Context: an optimization exercise on an open-source flow, tuned for small area. The choices shown serve that exercise and are no tape-out recipe. Function was checked by simulation only, so behaviour that the tests miss may differ from the original. Power and IR drop assume default switching activity.

File: config.mk
export PLATFORM = sky130hd
export DESIGN_NAME = riscv
export DESIGN_NICKNAME = riscv
export VERILOG_FILES = /design/flow/design.v
export SDC_FILE = /design/flow/constraint.sdc
export NUM_CORES = 4
export LEC_CHECK = 0
export CAP_MARGIN = 20
export CORE_MARGIN = 2
export CORE_UTILIZATION = 40
export SLEW_MARGIN = 20
File: constraint.sdc
create_clock -name core_clock -period 9.0 [get_ports {clk}]
set_input_delay 1.8000 -clock core_clock [delete_from_list [all_inputs] [get_ports {clk}]]
set_output_delay 1.8000 -clock core_clock [all_outputs]
set_load 0.01 [all_outputs]
File: design.v
module alu(
    input logic [4-1:0] alu_op,
    input logic [32-1:0] A, B,
    output logic [32-1:0] alu_out
);
    always_comb begin
        case (alu_op)
            0:   alu_out = A + B;
            1:   alu_out = A - B;
            2:   alu_out = A << B[4:0];
            3:   alu_out = $signed(A) < $signed(B);
            4:  alu_out = A < B;
            5:   alu_out = A ^ B;
            6:   alu_out = A >> B[4:0];
            7:   alu_out = A >>> B[4:0];
            9:   alu_out = A & B;
            8:    alu_out = A | B;
            10:     alu_out = A;
            11:     alu_out = B;
            12:  alu_out = (A + B) & ~(1'b1);
            default:        alu_out = '0;
        endcase
    end
endmodule
module branch_condition(
    input logic [3-1:0] br_op,
    input logic [32-1:0] a, b,
    output logic br_taken
);
    always_comb begin
        case (br_op)
            0:         br_taken = (a == b);
            1:         br_taken = (a != b);
            2:         br_taken = ($signed(a) < $signed(b));
            3:         br_taken = ($signed(a) >= $signed(b));
            4:        br_taken = (a < b);
            5:        br_taken = (a >= b);
            6:     br_taken = 1;
            default:            br_taken = 0;
        endcase
    end
endmodule
module controller(
    input clk, rst, valid,
    input logic [32-1:0] inst_de, inst_mw,
    output logic reg_wr, sel_a, sel_b, rd_en, wr_en, fwd_a, fwd_b, stall, csr_rd, csr_wr, is_mret,
    output logic [4-1:0] alu_op,
    output logic [4-1:0] rd_op, wr_op,
    output logic [3-1:0] br_op,
    output logic [1:0] wb_sel
);
    logic [6:0] opcode, funct7;
    logic [2:0] funct3;
    logic reg_wr_de, rd_en_de, wr_en_de, csr_rd_de, csr_wr_de, is_mret_de;
    logic [1:0] wb_sel_de;
    logic [4-1:0] rd_op_de, wr_op_de;
    assign opcode = inst_de[6:0];
    assign funct3 = inst_de[14:12];
    assign funct7 = inst_de[31:25];
    always_comb begin
        is_mret_de = 0;
        if (inst_de == 32'h30200073) begin
            is_mret_de = 1;
        end
        if (opcode == 7'b0110011) begin
            csr_rd_de = 0;
            csr_wr_de = 0;
            reg_wr_de = 1;
            sel_a = 0;
            sel_b = 0;
            rd_op_de = 8;
            rd_en_de = 0;
            wr_op_de = 8;
            wr_en_de = 0;
            wb_sel_de = 0;
            br_op = 7;
            case (funct3)
                3'b000: begin
                    case (funct7)
                        7'b0000000: alu_op = 0;
                        7'b0100000: alu_op = 1; 
                        default:    alu_op = 13;
                    endcase
                end
                3'b001: alu_op = 2;
                3'b010: alu_op = 3;
                3'b011: alu_op = 4;
                3'b100: alu_op = 5;
                3'b101: begin
                    case (funct7)
                        7'b0000000: alu_op = 6;
                        7'b0100000: alu_op = 7; 
                        default:    alu_op = 13;
                    endcase
                end
                3'b110: alu_op = 8;
                3'b111: alu_op = 9;
                default: alu_op = 13;
            endcase
        end else if (opcode == 7'b0010011) begin
            csr_rd_de = 0;
            csr_wr_de = 0;
            reg_wr_de = 1;
            sel_a = 0;
            sel_b = 1;
            rd_op_de = 8;
            rd_en_de = 0;
            wr_op_de = 8;
            wr_en_de = 0;
            wb_sel_de = 0;
            br_op = 7;
            case (funct3)
                3'b000: alu_op = 0;
                3'b001: alu_op = 2;
                3'b010: alu_op = 3;
                3'b011: alu_op = 4;
                3'b100: alu_op = 5;
                3'b101: begin
                    case (funct7)
                        7'b0000000: alu_op = 6;
                        7'b0100000: alu_op = 7; 
                        default:    alu_op = 13;
                    endcase
                end
                3'b110: alu_op = 8;
                3'b111: alu_op = 9;
                default: alu_op = 13;
            endcase
        end else if (opcode == 7'b0000011) begin 
            csr_rd_de = 0;
            csr_wr_de = 0;
            alu_op = 0;
            reg_wr_de = 1;
            sel_a = 0;
            sel_b = 1;
            rd_en_de = 1;
            wb_sel_de = 1;
            wr_op_de = 8;
            wr_en_de = 0;
            br_op = 7;
            case (funct3)
                3'b000: rd_op_de = 0;
                3'b001: rd_op_de = 2;
                3'b010: rd_op_de = 4;
                3'b100: rd_op_de = 1;
                3'b101: rd_op_de = 3; 
                default: rd_op_de = 8;
            endcase
        end else if (opcode == 7'b0100011) begin
            alu_op = 0;
            csr_rd_de = 0;
            csr_wr_de = 0;
            reg_wr_de = 0;
            sel_a = 0;
            sel_b = 1;
            rd_op_de = 8;
            rd_en_de = 0;
            wb_sel_de = 0;
            wr_en_de = 1;
            br_op = 7;
            case (funct3)
                3'b000: wr_op_de = 5;
                3'b001: wr_op_de = 6;
                3'b010: wr_op_de = 7;
                default: wr_op_de = 8;
            endcase
        end else if (opcode == 7'b0110111) begin
            csr_rd_de = 0;
            csr_wr_de = 0;
            alu_op = 11;
            reg_wr_de = 1;
            sel_a = 0;
            sel_b = 1;
            rd_op_de = 8;
            rd_en_de = 0;
            wb_sel_de = 0;
            wr_en_de = 0;
            wr_op_de = 8;
            br_op = 7;
        end else if (opcode == 7'b0010111) begin
            csr_rd_de = 0;
            csr_wr_de = 0;
            alu_op = 0;
            reg_wr_de = 1;
            sel_a = 1;
            sel_b = 1;
            rd_op_de = 8;
            rd_en_de = 0;
            wb_sel_de = 0;
            wr_en_de = 0;
            wr_op_de = 8;
            br_op = 7;
        end else if (opcode == 7'b1100011) begin
            csr_rd_de = 0;
            csr_wr_de = 0;
            alu_op = 0;
            reg_wr_de = 0;
            sel_a = 1;
            sel_b = 1;
            rd_op_de = 8;
            rd_en_de = 0;
            wb_sel_de = 0;
            wr_en_de = 0;
            wr_op_de = 8;
            case (funct3)
                3'b000: br_op = 0;
                3'b001: br_op = 1;
                3'b100: br_op = 2;
                3'b101: br_op = 3;
                3'b110: br_op = 4;
                3'b111: br_op = 5;
                default: br_op = 7;
            endcase
        end else if (opcode == 7'b1101111) begin
            csr_rd_de = 0;
            csr_wr_de = 0;
            alu_op = 0;
            reg_wr_de = 1;
            sel_a = 1;
            sel_b = 1;
            rd_op_de = 8;
            rd_en_de = 0;
            wr_op_de = 8;
            wr_en_de = 0;
            wb_sel_de = 2;
            br_op = 6;
        end else if (opcode == 7'b1100111) begin
            csr_rd_de = 0;
            csr_wr_de = 0;
            alu_op = 0;
            reg_wr_de = 1;
            sel_a = 0;
            sel_b = 1;
            rd_op_de = 8;
            rd_en_de = 0;
            wr_op_de = 8;
            wr_en_de = 0;
            wb_sel_de = 2;
            br_op = 6;
        end else if (opcode == 7'b1110011) begin
            csr_rd_de = 1;
            csr_wr_de = 1;
            alu_op = 0;
            reg_wr_de = 1;
            sel_a = 0;
            sel_b = 0;
            rd_op_de = 8;
            rd_en_de = 0;
            wr_op_de = 8;
            wr_en_de = 0;
            wb_sel_de = 3;
            br_op = 7;
        end else begin
            csr_rd_de = 0;
            csr_wr_de = 0;
            alu_op = 13;
            reg_wr_de = 0;
            sel_a = 0;
            sel_b = 0;
            rd_op_de = 8;
            rd_en_de = 0;
            wr_op_de = 8;
            wr_en_de = 0;
            wb_sel_de = 0;
            br_op = 7;
        end
    end
    de_mw_control_registers DE_MW_CTRL_REG(
        .clk(clk),
        .rst(rst),
        .reg_wr_in(reg_wr_de),
        .rd_en_in(rd_en_de),
        .wr_en_in(wr_en_de),
        .wb_sel_in(wb_sel_de),
        .rd_op_in(rd_op_de),
        .wr_op_in(wr_op_de),
        .reg_wr_out(reg_wr),
        .rd_en_out(rd_en),
        .wr_en_out(wr_en),
        .wb_sel_out(wb_sel),
        .rd_op_out(rd_op),
        .wr_op_out(wr_op),
        .csr_rd_in(csr_rd_de),
        .csr_wr_in(csr_wr_de),
        .csr_rd_out(csr_rd),
        .csr_wr_out(csr_wr),
        .is_mret_in(is_mret_de),
        .is_mret_out(is_mret)
    );
    forwarding_unit FWD_UNIT(
        .reg_wr(reg_wr),
        .valid(valid),
        .inst_de(inst_de),
        .inst_mw(inst_mw),
        .fwd_a(fwd_a),
        .fwd_b(fwd_b),
        .stall(stall)
    );
endmodule
module csr_encoder(
    input logic interrupt, exception,
    output logic [31:0] cause
);
    always_comb begin
        if (interrupt) cause = 32'h80000001;
        else cause = 32'h00000002;
    end
endmodule
module csr(
    input logic clk, rst, reg_rd, reg_wr, is_mret, interrupt, exception,
    input logic [32-1:0] addr, wdata, pc,
    output logic [32-1:0] rdata,
    output logic [32-1:0] epc_evec,
    output logic epc_taken
);
    logic [32-1:0] mie, mip, mstatus, mcause, mtvec, mepc, csr_mux_out, cause;
    always_comb begin
        rdata = 0;
        epc_taken = 0;
        if (((mip[7] == 1) & (mie[7]==1) & (mstatus[7] == 1)) | ((mip[11]==1) & (mie[11]==1) & (mstatus[11]==1)) | is_mret) epc_taken = 1;
        if (reg_rd) begin
            case (addr)
                12'h304:      rdata = mie;
                12'h344:      rdata = mip;
                12'h300:  rdata = mstatus;
                12'h342:   rdata = mcause;
                12'h305:    rdata = mtvec;
                12'h341:     rdata = mepc;
            endcase
        end
    end
    always_ff @(posedge clk) begin
        if (rst) begin
            mip <= 0; mie <= 0;
            mstatus <= 0;
            mtvec <= 0; mepc <= 16;
            mcause <= 0;
        end else begin
            if (interrupt | exception) mcause <= cause;
            mip[7] <= interrupt;
            mip[11] <= exception;
            if (epc_taken) begin
                mepc <= pc-4;
            end
            if (reg_wr) begin
                case (addr)
                    12'h304:      mie <= wdata;
                    12'h344:      mip <= wdata;
                    12'h300:  mstatus <= wdata;
                    12'h305:    mtvec <= wdata;
                    12'h341:     mepc <= wdata;
                endcase
            end
        end
    end
    csr_encoder CSR_ENC(
        .interrupt(interrupt),
        .exception(exception),
        .cause(cause)
    );
    mux2x1_32bit CSR_MUX(
        .ctrl(mtvec[0]),
        .a({mtvec[31:2], 2'b00}),
        .b({mtvec[31:2], 2'b00} + ((mcause[30:0])<<2)),
        .out(csr_mux_out)
    );
    mux2x1_32bit MRET_MUX(
        .ctrl(is_mret),
        .a(csr_mux_out),
        .b(mepc),
        .out(epc_evec)
    );
endmodule
module data_memory(
    input logic rd_en, wr_en,
    input logic [4-1:0] rd_op, wr_op,
    input logic [32-1:0] addr, wdata,
    output logic [32-1:0] rdata,
    output logic valid,
    output logic dmem_re, dmem_we,
    output logic [1:0] dmem_wsize,
    output logic [32-1:0] dmem_addr, dmem_wdata,
    input logic [32-1:0] dmem_rdata
);
    logic [32-1:0] read_data;
    assign dmem_re = rd_en;
    assign dmem_we = wr_en;
    assign dmem_addr = addr;
    assign dmem_wdata = wdata;
    always_comb begin
        case (wr_op)
            5: dmem_wsize = 2'd0;
            6: dmem_wsize = 2'd1;
            7: dmem_wsize = 2'd2;
            default:    dmem_wsize = 2'd3;
        endcase
    end
    always_comb begin
        valid = 0;
        rdata = '0;
        read_data = dmem_rdata;
        if (rd_en) begin
            valid = 1;
            case (rd_op)
                0:     rdata = {{24{read_data[7]}}, read_data[7:0]};
                1:    rdata = {24'b0, read_data[7:0]};
                2:     rdata = {{16{read_data[15]}}, read_data[15:0]};
                3:    rdata = {16'b0, read_data[15:0]};
                4:     rdata = read_data;
                default:        rdata = '0;
            endcase
        end
    end
endmodule
module de_mw_control_registers(
    input logic clk, rst, reg_wr_in, rd_en_in, wr_en_in, csr_rd_in, csr_wr_in, is_mret_in,
    input logic [1:0] wb_sel_in,
    input logic [4-1:0] rd_op_in, wr_op_in,
    output logic reg_wr_out, rd_en_out, wr_en_out, csr_rd_out, csr_wr_out, is_mret_out,
    output logic [1:0] wb_sel_out,
    output logic [4-1:0] rd_op_out, wr_op_out
);
    logic [31:0] cregs_out;
    register CTRL_REG(
        .clk(clk),
        .rst(rst),
        .stall(1'b0),
        .in({16'b0, is_mret_in, csr_rd_in, csr_wr_in, rd_op_in, wr_op_in, wb_sel_in, rd_en_in, wr_en_in, reg_wr_in}),
        .out(cregs_out)
    );
    assign reg_wr_out = cregs_out[0];
    assign wr_en_out = cregs_out[1];
    assign rd_en_out = cregs_out[2];
    assign wb_sel_out = cregs_out[4:3];
    assign wr_op_out = cregs_out[8:5];
    assign rd_op_out = cregs_out[12:9];
    assign csr_wr_out = cregs_out[13];
    assign csr_rd_out = cregs_out[14];
    assign is_mret_out = cregs_out[15];
endmodule
module de_mw_registers(
    input logic clk, rst, stall,
    input logic [31:0] pc_in, ir_in, alu_in, wd_in, csr_data_in, csr_addr_in,
    output logic [31:0] pc_out, ir_out, alu_out, wd_out, csr_data_out, csr_addr_out
);
    register PC_REG(
        .clk(clk),
        .rst(rst),
        .stall(stall),
        .in(pc_in),
        .out(pc_out)
    );
    register IR_REG(
        .clk(clk),
        .rst(rst),
        .stall(stall),
        .in(ir_in),
        .out(ir_out)
    );
    register ALU_REG(
        .clk(clk),
        .rst(rst),
        .stall(stall),
        .in(alu_in),
        .out(alu_out)
    );
    register WD_REG(
        .clk(clk),
        .rst(rst),
        .stall(stall),
        .in(wd_in),
        .out(wd_out)
    );
    register CSR_DATA_REG(
        .clk(clk),
        .rst(rst),
        .stall(stall),
        .in(csr_data_in),
        .out(csr_data_out)
    );
    register CSR_ADDR_REG(
        .clk(clk),
        .rst(rst),
        .stall(stall),
        .in(csr_addr_in),
        .out(csr_addr_out)
    );
endmodule
module f_de_registers(
    input logic clk, rst, stall,
    input logic [31:0] pc_in, ir_in,
    output logic [31:0] pc_out, ir_out
);
    register PC_REG(
        .clk(clk),
        .rst(rst),
        .stall(stall),
        .in(pc_in),
        .out(pc_out)
    );
    register IR_REG(
        .clk(clk),
        .rst(rst),
        .stall(stall),
        .in(ir_in),
        .out(ir_out)
    );
endmodule
module forwarding_unit(
    input logic reg_wr, valid,
    input logic [32-1:0] inst_de, inst_mw,
    output logic fwd_a, fwd_b, stall
);
    assign fwd_a = (inst_de[19:15] == inst_mw[11:7]) & (|inst_mw[11:7]) & reg_wr & (inst_mw[6:0] != 7'b0000011);
    assign fwd_b = (inst_de[24:20] == inst_mw[11:7]) & (|inst_mw[11:7]) & reg_wr & (inst_mw[6:0] != 7'b0000011);
    assign stall = (!valid) & (fwd_a | fwd_b) & (inst_mw[6:0] == 7'b0000011);
endmodule
module imm_generator(
    input logic [32-1:0] inst,
    output logic [32-1:0] imm
);
    logic [11:0] unextended_imm;
    logic [19:0] unextended_uimm;
    logic [6:0] opcode, funct7;
    logic [2:0] funct3;
    assign opcode = inst[6:0];
    assign funct3 = inst[14:12];
    assign funct7 = inst[31:25];
    always_comb begin
        unextended_imm = '0;
        unextended_uimm = '0;
        case (opcode)
            7'b0010011, 7'b0000011, 7'b1100111, 7'b1110011:
                unextended_imm = inst[31:20];
            7'b0100011:
                unextended_imm = {inst[31:25], inst[11:7]};
            7'b0110111, 7'b0010111:
                unextended_uimm = inst[31:12];
            7'b1100011:
                unextended_imm = {inst[31], inst[7], inst[30:25], inst[11:8]};
            7'b1101111:
                unextended_uimm = {inst[31], inst[19:12], inst[20], inst[30:21]};
        endcase
    end
    always_comb begin
        imm = '0;
        case (opcode)
            7'b0010011, 7'b1100111: begin
                if (funct3 == 3'b101 && funct7 == 7'b0100000) 
                    imm = {27'b0, unextended_imm[4:0]};
                else 
                    imm = {{20{unextended_imm[11]}}, unextended_imm};
            end
            7'b0000011, 7'b0100011: imm = {{20{unextended_imm[11]}}, unextended_imm};
            7'b0110111, 7'b0010111: imm = {unextended_uimm, 12'b0};
            7'b1100011: imm = {{19{unextended_imm[11]}}, unextended_imm, 1'b0};
            7'b1101111: imm = {{11{unextended_uimm[19]}}, unextended_uimm, 1'b0};
            7'b1110011: imm = {20'b0, unextended_imm};
        endcase
    end
endmodule
module mux2x1_32bit(
    input logic ctrl,
    input logic [31:0] a, b,
    output logic [31:0] out
);
    assign out = (ctrl)? b : a;
endmodule
module mux4x1_32bit(
    input logic [1:0] ctrl,
    input logic [31:0] a, b, c, d,
    output logic [31:0] out
);
    always_comb begin
        case (ctrl)
            2'b00: out = a;
            2'b01: out = b;
            2'b10: out = c;
            2'b11: out = d;
        endcase
    end
endmodule
module pc_increment(
    input logic [32-1:0] pci_i,
    output logic [32-1:0] pci_o
);
    assign pci_o = pci_i + 4;
endmodule
module register(
    input logic clk, rst, stall,
    input logic [31:0] in,
    output logic [31:0] out
);
    always_ff @(posedge clk) begin
        if (rst) out <= 0;
        else if (!stall) out <= in;
    end
endmodule
module register_file(
    input logic clk, rst, reg_wr,
    input logic [5-1:0] raddr1, raddr2, waddr,
    input logic [32-1:0] wdata,
    output logic [32-1:0] rdata1, rdata2
);
    logic [32-1:0] registers[32];
    always_ff @(posedge clk) begin
        if (reg_wr & ~(waddr == 0)) begin
            registers[waddr] <= wdata;
        end
    end
    assign rdata1 = (|raddr1)? registers[raddr1]: '0;
    assign rdata2 = (|raddr2)? registers[raddr2]: '0;
endmodule
module datapath(
    input logic clk, rst, reg_wr, sel_a, sel_b, rd_en, wr_en, fwd_a, fwd_b, stall, csr_rd, csr_wr, is_mret, interrupt, exception,
    input logic [4-1:0] alu_op,
    input logic [4-1:0] rd_op, wr_op,
    input logic [3-1:0] br_op,
    input logic [1:0] wb_sel,
    output logic [32-1:0] inst_de, inst_mw,
    output logic valid,
    output logic [32-1:0] imem_addr,
    input logic [32-1:0] imem_rdata,
    output logic dmem_re, dmem_we,
    output logic [1:0] dmem_wsize,
    output logic [32-1:0] dmem_addr, dmem_wdata,
    input logic [32-1:0] dmem_rdata
);
    logic [32-1:0] inst_f;
    logic [32-1:0] pc_f, pc_de, pc_mw, pci_o, pc_i, pci_o_wb, epc_evec, pc_br;
    logic [32-1:0] alu_out, alu_out_mw, rdata1, rdata2, imm, fwd_a_out, fwd_b_out;
    logic [32-1:0] alu_a, alu_b, wb_data, dm_rdata, csr_data, csr_addr, csr_rdata;
    logic [32-1:0] wdata_mw;
    logic br_taken, epc_taken, reg_wr_ie, wr_en_ie;
    always_comb begin
        if (interrupt) begin
            reg_wr_ie = 0; wr_en_ie = 0;
        end else if (exception) begin
            reg_wr_ie = 0; wr_en_ie = 0;
        end else begin
            reg_wr_ie = reg_wr; wr_en_ie = wr_en;
        end
    end
    assign imem_addr = pc_f;
    assign inst_f = imem_rdata;
    pc_increment PC_INC(
        .pci_i(pc_f),
        .pci_o(pci_o)
    );
    register PC(
        .clk(clk),
        .rst(rst),
        .stall(1'b0),
        .in(pc_i),
        .out(pc_f)
    );
    mux2x1_32bit PC_MUX(
        .ctrl(br_taken),
        .a(pci_o),
        .b(alu_out),
        .out(pc_br)
    );
    mux2x1_32bit CSR_PC_MUX(
        .ctrl(epc_taken),
        .a(pc_br),
        .b(epc_evec),
        .out(pc_i)
    );
    f_de_registers F_DE_REG(
        .clk(clk),
        .rst(rst|br_taken|epc_taken),
        .stall(stall),
        .pc_in(pc_f),
        .ir_in(inst_f),
        .pc_out(pc_de),
        .ir_out(inst_de)
    );
    register_file RF(
        .clk(clk),
        .rst(rst),
        .reg_wr(reg_wr_ie),
        .raddr1(inst_de[19:15]),
        .raddr2(inst_de[24:20]),
        .waddr(inst_mw[11:7]),
        .wdata(wb_data),
        .rdata1(rdata1),
        .rdata2(rdata2)
    );
    imm_generator IMM_GEN(
        .inst(inst_de),
        .imm(imm)
    );
    mux2x1_32bit FWD_A_MUX(
        .ctrl(fwd_a),
        .a(rdata1),
        .b(alu_out_mw),
        .out(fwd_a_out)
    );
    mux2x1_32bit FWD_B_MUX(
        .ctrl(fwd_b),
        .a(rdata2),
        .b(alu_out_mw),
        .out(fwd_b_out)
    );
    mux2x1_32bit IMM_MUX(
        .ctrl(sel_b),
        .a(fwd_b_out),
        .b(imm),
        .out(alu_b)
    );
    mux2x1_32bit SEL_A_MUX(
        .ctrl(sel_a),
        .a(fwd_a_out),
        .b(pc_de),
        .out(alu_a)
    );
    alu ALU(
        .alu_op(alu_op),
        .A(alu_a),
        .B(alu_b),
        .alu_out(alu_out)
    );
    branch_condition BR_COND(
        .br_op(br_op),
        .a(rdata1),
        .b(rdata2),
        .br_taken(br_taken)
    );
    de_mw_registers DE_MW_REG(
        .clk(clk),
        .rst(rst|epc_taken),
        .stall(stall),
        .pc_in(pc_de),
        .ir_in(inst_de),
        .alu_in(alu_out),
        .wd_in(rdata2),
        .csr_data_in(fwd_a_out),
        .csr_addr_in(imm),
        .pc_out(pc_mw),
        .ir_out(inst_mw),
        .alu_out(alu_out_mw),
        .wd_out(wdata_mw),
        .csr_data_out(csr_data),
        .csr_addr_out(csr_addr)
    );
    data_memory DM(
        .rd_en(rd_en),
        .wr_en(wr_en_ie),
        .rd_op(rd_op),
        .wr_op(wr_op),
        .addr(alu_out_mw),
        .wdata(wdata_mw),
        .rdata(dm_rdata),
        .valid(valid),
        .dmem_re(dmem_re),
        .dmem_we(dmem_we),
        .dmem_wsize(dmem_wsize),
        .dmem_addr(dmem_addr),
        .dmem_wdata(dmem_wdata),
        .dmem_rdata(dmem_rdata)
    );
    csr CSR(
        .clk(clk),
        .rst(rst),
        .pc(pc_mw),
        .interrupt(interrupt),
        .exception(exception),
        .reg_rd(csr_rd),
        .reg_wr(csr_wr),
        .addr(csr_addr),
        .wdata(csr_data),
        .rdata(csr_rdata),
        .is_mret(is_mret),
        .epc_evec(epc_evec),
        .epc_taken(epc_taken)
    );
    pc_increment PC_INC_WB(
        .pci_i(pc_mw),
        .pci_o(pci_o_wb)
    );
    mux4x1_32bit WB_MUX(
        .ctrl(wb_sel),
        .a(alu_out_mw),
        .b(dm_rdata),
        .c(pci_o_wb),
        .d(csr_rdata),
        .out(wb_data)
    );    
endmodule
module riscv(
    input logic rst, clk, interrupt, exception,
    output logic [32-1:0] imem_addr,
    input logic [32-1:0] imem_rdata,
    output logic dmem_re, dmem_we,
    output logic [1:0] dmem_wsize,
    output logic [32-1:0] dmem_addr, dmem_wdata,
    input logic [32-1:0] dmem_rdata
);
    logic reg_wr, sel_a, sel_b, rd_en, wr_en, fwd_a, fwd_b, stall, valid, csr_rd, csr_wr, is_mret;
    logic [4-1:0] alu_op;
    logic [4-1:0] rd_op, wr_op;
    logic [3-1:0] br_op;
    logic [32-1:0] inst_de, inst_mw;
    logic [1:0] wb_sel;
    datapath DATAPATH(
        .clk(clk),
        .rst(rst),
        .reg_wr(reg_wr),
        .sel_a(sel_a),
        .sel_b(sel_b),
        .rd_en(rd_en),
        .wr_en(wr_en),
        .fwd_a(fwd_a),
        .fwd_b(fwd_b),
        .stall(stall),
        .wb_sel(wb_sel),
        .alu_op(alu_op),
        .rd_op(rd_op),
        .wr_op(wr_op),
        .br_op(br_op),
        .inst_de(inst_de),
        .inst_mw(inst_mw),
        .valid(valid),
        .csr_rd(csr_rd),
        .csr_wr(csr_wr),
        .is_mret(is_mret),
        .interrupt(interrupt),
        .exception(exception),
        .imem_addr(imem_addr),
        .imem_rdata(imem_rdata),
        .dmem_re(dmem_re),
        .dmem_we(dmem_we),
        .dmem_wsize(dmem_wsize),
        .dmem_addr(dmem_addr),
        .dmem_wdata(dmem_wdata),
        .dmem_rdata(dmem_rdata)
    );
    controller CONTROLLER(
        .clk(clk),
        .rst(rst),
        .inst_de(inst_de),
        .inst_mw(inst_mw),
        .reg_wr(reg_wr),
        .valid(valid),
        .sel_a(sel_a),
        .sel_b(sel_b),
        .rd_en(rd_en),
        .wr_en(wr_en),
        .fwd_a(fwd_a),
        .fwd_b(fwd_b),
        .wb_sel(wb_sel),
        .alu_op(alu_op),
        .rd_op(rd_op),
        .wr_op(wr_op),
        .br_op(br_op),
        .stall(stall),
        .csr_rd(csr_rd),
        .csr_wr(csr_wr),
        .is_mret(is_mret)
    );
endmodule
File: run.sh
#!/bin/bash
# synth_recipe.tcl (not shown) runs the flow's synth.tcl, then flattens the netlist and writes it again
# the make line also repeats each setting of config.mk as NAME=value (left out here)
make -C /OpenROAD-flow-scripts/flow DESIGN_CONFIG=/design/flow/config.mk WORK_HOME=/design/flow/orfs CLKGATE_MAP_FILE= SYNTH_SCRIPT=/design/flow/synth_recipe.tcl finish
==> flow_summary.toml <==
[grt]
first_global_vias = 57050
overflow = 0
grt_max_degree = 100
grt_pass1_wl_mm = 439.3
gr-usage-all-layers_pct = 31.42
antenna_found_initial = 26

[sta]
finalCriticalPeriod_ns = 8.120
finalCritPeriodShare_pct = 90.22
fmax_mhz = 123.2
worstMarginPinSlew_ns = 1.230
finalHoldViolations = 0
worst_slack_ns = 0.8804
rsz0062_at_grt = "false"
max_slew_margin_pct = 18.01
tns_ns = 0
fin_skew_ns = 0.04601
setup_viol = 0
slew_violations = 0

[setup_path]
critPathArrivalTime_ns = 8.80
start_kind = "flip-flop"
path_cells = "buf_12, mux4_2, mux4_2, mux2i_1, or2_2, nor2_1, a21oi_1, o21ai_0, inv_1, ha_1, nand2_1, nor3b_1, and4_1, o2111ai_1, a2111oi_0, o31ai_1, mux2i_1, a31oi_1, o221ai_1, o31a_1"
worstSetupPathType = "reg2reg"
critPathMaxStageDelay_ns = 0.87
critical_path_required_ns = 9.68
cp_max_fo = 48
path_buf_inv = 2
critical_path.top_delay_family = "compound AO/OA/AOI/OAI gates"
cp-end-kind = "flip-flop"
crit_slowest_cell = "dfxtp_4"

[run]
max_cap_viol_count = 0

[logic_synthesis]
syn_inst = 6261
seq_area_frac_synth_pct = 51.65
ys.flop_type = "edfxtp_1"
ys_ff_latch = 1479
syn_area_um2 = 77170
synth_edf_count = 1024
synthArstFlopShare_pct = 0
synth_warnings = 11
yosysUniqueCellTypes = 102
syn_area_per_cell_um2 = 12.33

[clock_tree]
path_clk_slew_ns = 0.06
cts_root_buf = "clkbuf_16"
cts_tree = "yes"
cts_buffers = 157
cts_resized = 0
hold_buffers = 0
cts-htree-levels = 4
clock_latency_ns = 0.82
clk_path_buf_depth = 3
numClockSinks = 1479
post_cts_buffers = 0

[drt]
remaining_drc_errors = 0
wl_per_cell_um = 34.85
wl_mm = 315.7
first_iter_violations = 8254
vias = 59210
drtPass1Iterations = 8
viasPerCell = 6.535
final_antenna_net_count = 0

[floorplanning]
die_width_um = 443.2
dieArea_um2 = 196400
dieHeight_um = 443.2
initial_core_util_pct = 40.15
core_um2 = 192200
ios = 168
std_cell_rows = 161

[finish]
areaGrowthSynthToFinish_pct = 13.63
final_common_cell = "edfxtp_1"
drive_above_1_share_pct = 18.20
finalNetCount = 6602
final_cell_mix = "1024 x edfxtp_1, 594 x nand2_1, 473 x mux4_2, 447 x dfxtp_1, 376 x a21oi_1"

[pwr]
irDropWorstVdd_mv = 0.1859
power_leakage_nw = 29.22
power.density_nw_per_um2 = 190.7

[placement]
routabilityCongestion = 1.028
hpwl_mm = 215.0
dp_slack_ns = 1.420
port_buffers = 167

[hold_path]
hold_class = "reg2reg"

[outcome]
status = "timing/DRC/antenna clean"
## worst paths after layout
path	slack, ns	startpoint	endpoint	depth (start not counted)
worst max-delay path	0.88	flip-flop	DATAPATH.DE_MW_REG.ALU_REG.out[31]	20
worst min-delay path	0.45	DATAPATH.CSR.mie[8]	DATAPATH.CSR.mie[8]	2
worst min register to register	0.45	DATAPATH.CSR.mie[8]	DATAPATH.CSR.mie[8]	2
worst max register to register	0.88	flip-flop	DATAPATH.DE_MW_REG.ALU_REG.out[31]	20
## metrics by stage
stage	hold slack, ns	cells	util, %	area [um^2]	total power, W
final	0.4508	9060	45.63	87680	0.01673
after global routing	0.4708	9050	45.61	87660	0.01716
after floorplan	0.4329	6292	-	77280	0.009194
after detailed placement	0.4447	8764	43.01	82650	0.01034
after global placement	0.4383	8763	42.99	82620	0.01036
after CTS	0.4540	9047	45.60	87640	0.01665
## final cells by class
cell class / count / area, um^2
antenna: 13 / 32.53
clock buffer: 205 / 4272
clock inverter: 78 / 721.9
fill: 17390 / 104500
inverter: 122 / 465.4
multi-input combinational: 4224 / 35470
sequential: 1479 / 39880
tap: 2526 / 3161
timing repair buffer: 413 / 3677
## state kept, by name, summed over array words and instances (netlist names), named ones only
signal                                  count
DATAPATH.DE_MW_REG.IR_REG.out              12
DATAPATH.CSR.mcause                         2
CONTROLLER.DE_MW_CTRL_REG.CTRL_REG.out     15
DATAPATH.F_DE_REG.PC_REG.out               32
DATAPATH.PC.out                            32
DATAPATH.DE_MW_REG.ALU_REG.out             32
DATAPATH.CSR.mepc                          32
DATAPATH.CSR.mip                           32
DATAPATH.CSR.mstatus                       32
DATAPATH.F_DE_REG.IR_REG.out               32
DATAPATH.DE_MW_REG.PC_REG.out              32
DATAPATH.DE_MW_REG.CSR_ADDR_REG.out        32
DATAPATH.RF.registers                    1024
DATAPATH.CSR.mie                           32
DATAPATH.CSR.mtvec                         32
DATAPATH.DE_MW_REG.CSR_DATA_REG.out        32
DATAPATH.DE_MW_REG.WD_REG.out              32
## synthesized netlist by cell type (27+ instances only)
master	n	share of area [%]
edfxtp_1	1024	40
nand2_1	597	2.9
mux4_2	473	14
dfxtp_1	455	12
nor2_1	404	2.0
a21oi_1	395	2.6
mux2i_1	352	4.6
clkbuf_1	303	1.5
a22oi_1	214	2.1
o21ai_0	157	1.0
nand3_1	136	0.88
ha_1	134	2.2
inv_1	117	0.57
and3_1	107	0.87
and2_1	101	0.82
buf_2	91	0.59
mux2_2	87	1.3
xnor2_1	84	0.95
nor3_1	81	0.53
o22ai_1	74	0.60
nand4_1	58	0.47
a211oi_1	56	0.54
nor2b_1	53	0.43
a221oi_1	51	0.58
xor2_1	49	0.56
buf_1	44	0.21
o211ai_1	42	0.41
a21o_1	34	0.33
nand2b_1	32	0.26
nor4_1	28	0.23
a31oi_1	27	0.22
## kinds of logic (layout without fill, tap and decap cells)
kind of cell / Yosys count / count (layout) / share of synthesized area, %
simple gates: 1718 / 1718 / 10.55
flops: 1479 / 1479 / 51.65
compound gates: 1287 / 1287 / 11.07
mux: 917 / 917 / 19.74
buf+inv: 589 / 818 / 3.228
fa+ha+maj: 137 / 137 / 2.251
xor+xnor: 133 / 133 / 1.510
other cells: 1 / 45 / 0.004860
## tightest hold or removal path: stages (launching register included)
cell,delay [ns]
dfxtp_1,0.30
nand2_1,0.05
a21oi_1,0.05
## routing by layer
metal	global-route usage, %	vias up	wire, um	part of all wire [%]
met1	40.25	29970	117900	37
met5	0	-	103	0.033
li1	-	24480	-	-
met3	8.267	903	34800	11
met2	47.55	3838	139400	44
met4	19.51	14	23550	7.5
## where the power goes
group | leakage [nW] | internal, W | switching [W] | total (W)
Sequential | 13.0 | 0.00730 | 0.000123 | 0.00742
Combinational | 13.8 | 0.000995 | 0.00191 | 0.00291
Clock | 2.44 | 0.00359 | 0.00281 | 0.00640

port drivers added, routing unchanged:
Ports are ideal in the flow. The routed layout listed here was re-timed in OpenROAD. Step 1 assumes that a clkbuf_16 drives the clock port and a buf_2 every other input. Step 2, shift: input delay + t, output delay - t, t = (earliest + latest rising clock arrival at the registers) / 2. This alone moves slack from input paths to output paths. Slacks: ideal ports / drivers / drivers and shift; pairs: ideal ports / drivers.
t, ns: 0.884
setup slack, ns: 0.880 / 0.880 / 0.880
worst register clock-pin slew, ns: 0.07 / 0.07
cell pins on the clock port's net: 1
After both steps setup and hold are still met in this run. For this run, drivers alone change the setup slack by 0.000 ns; drivers and shift together by 0.000 ns.
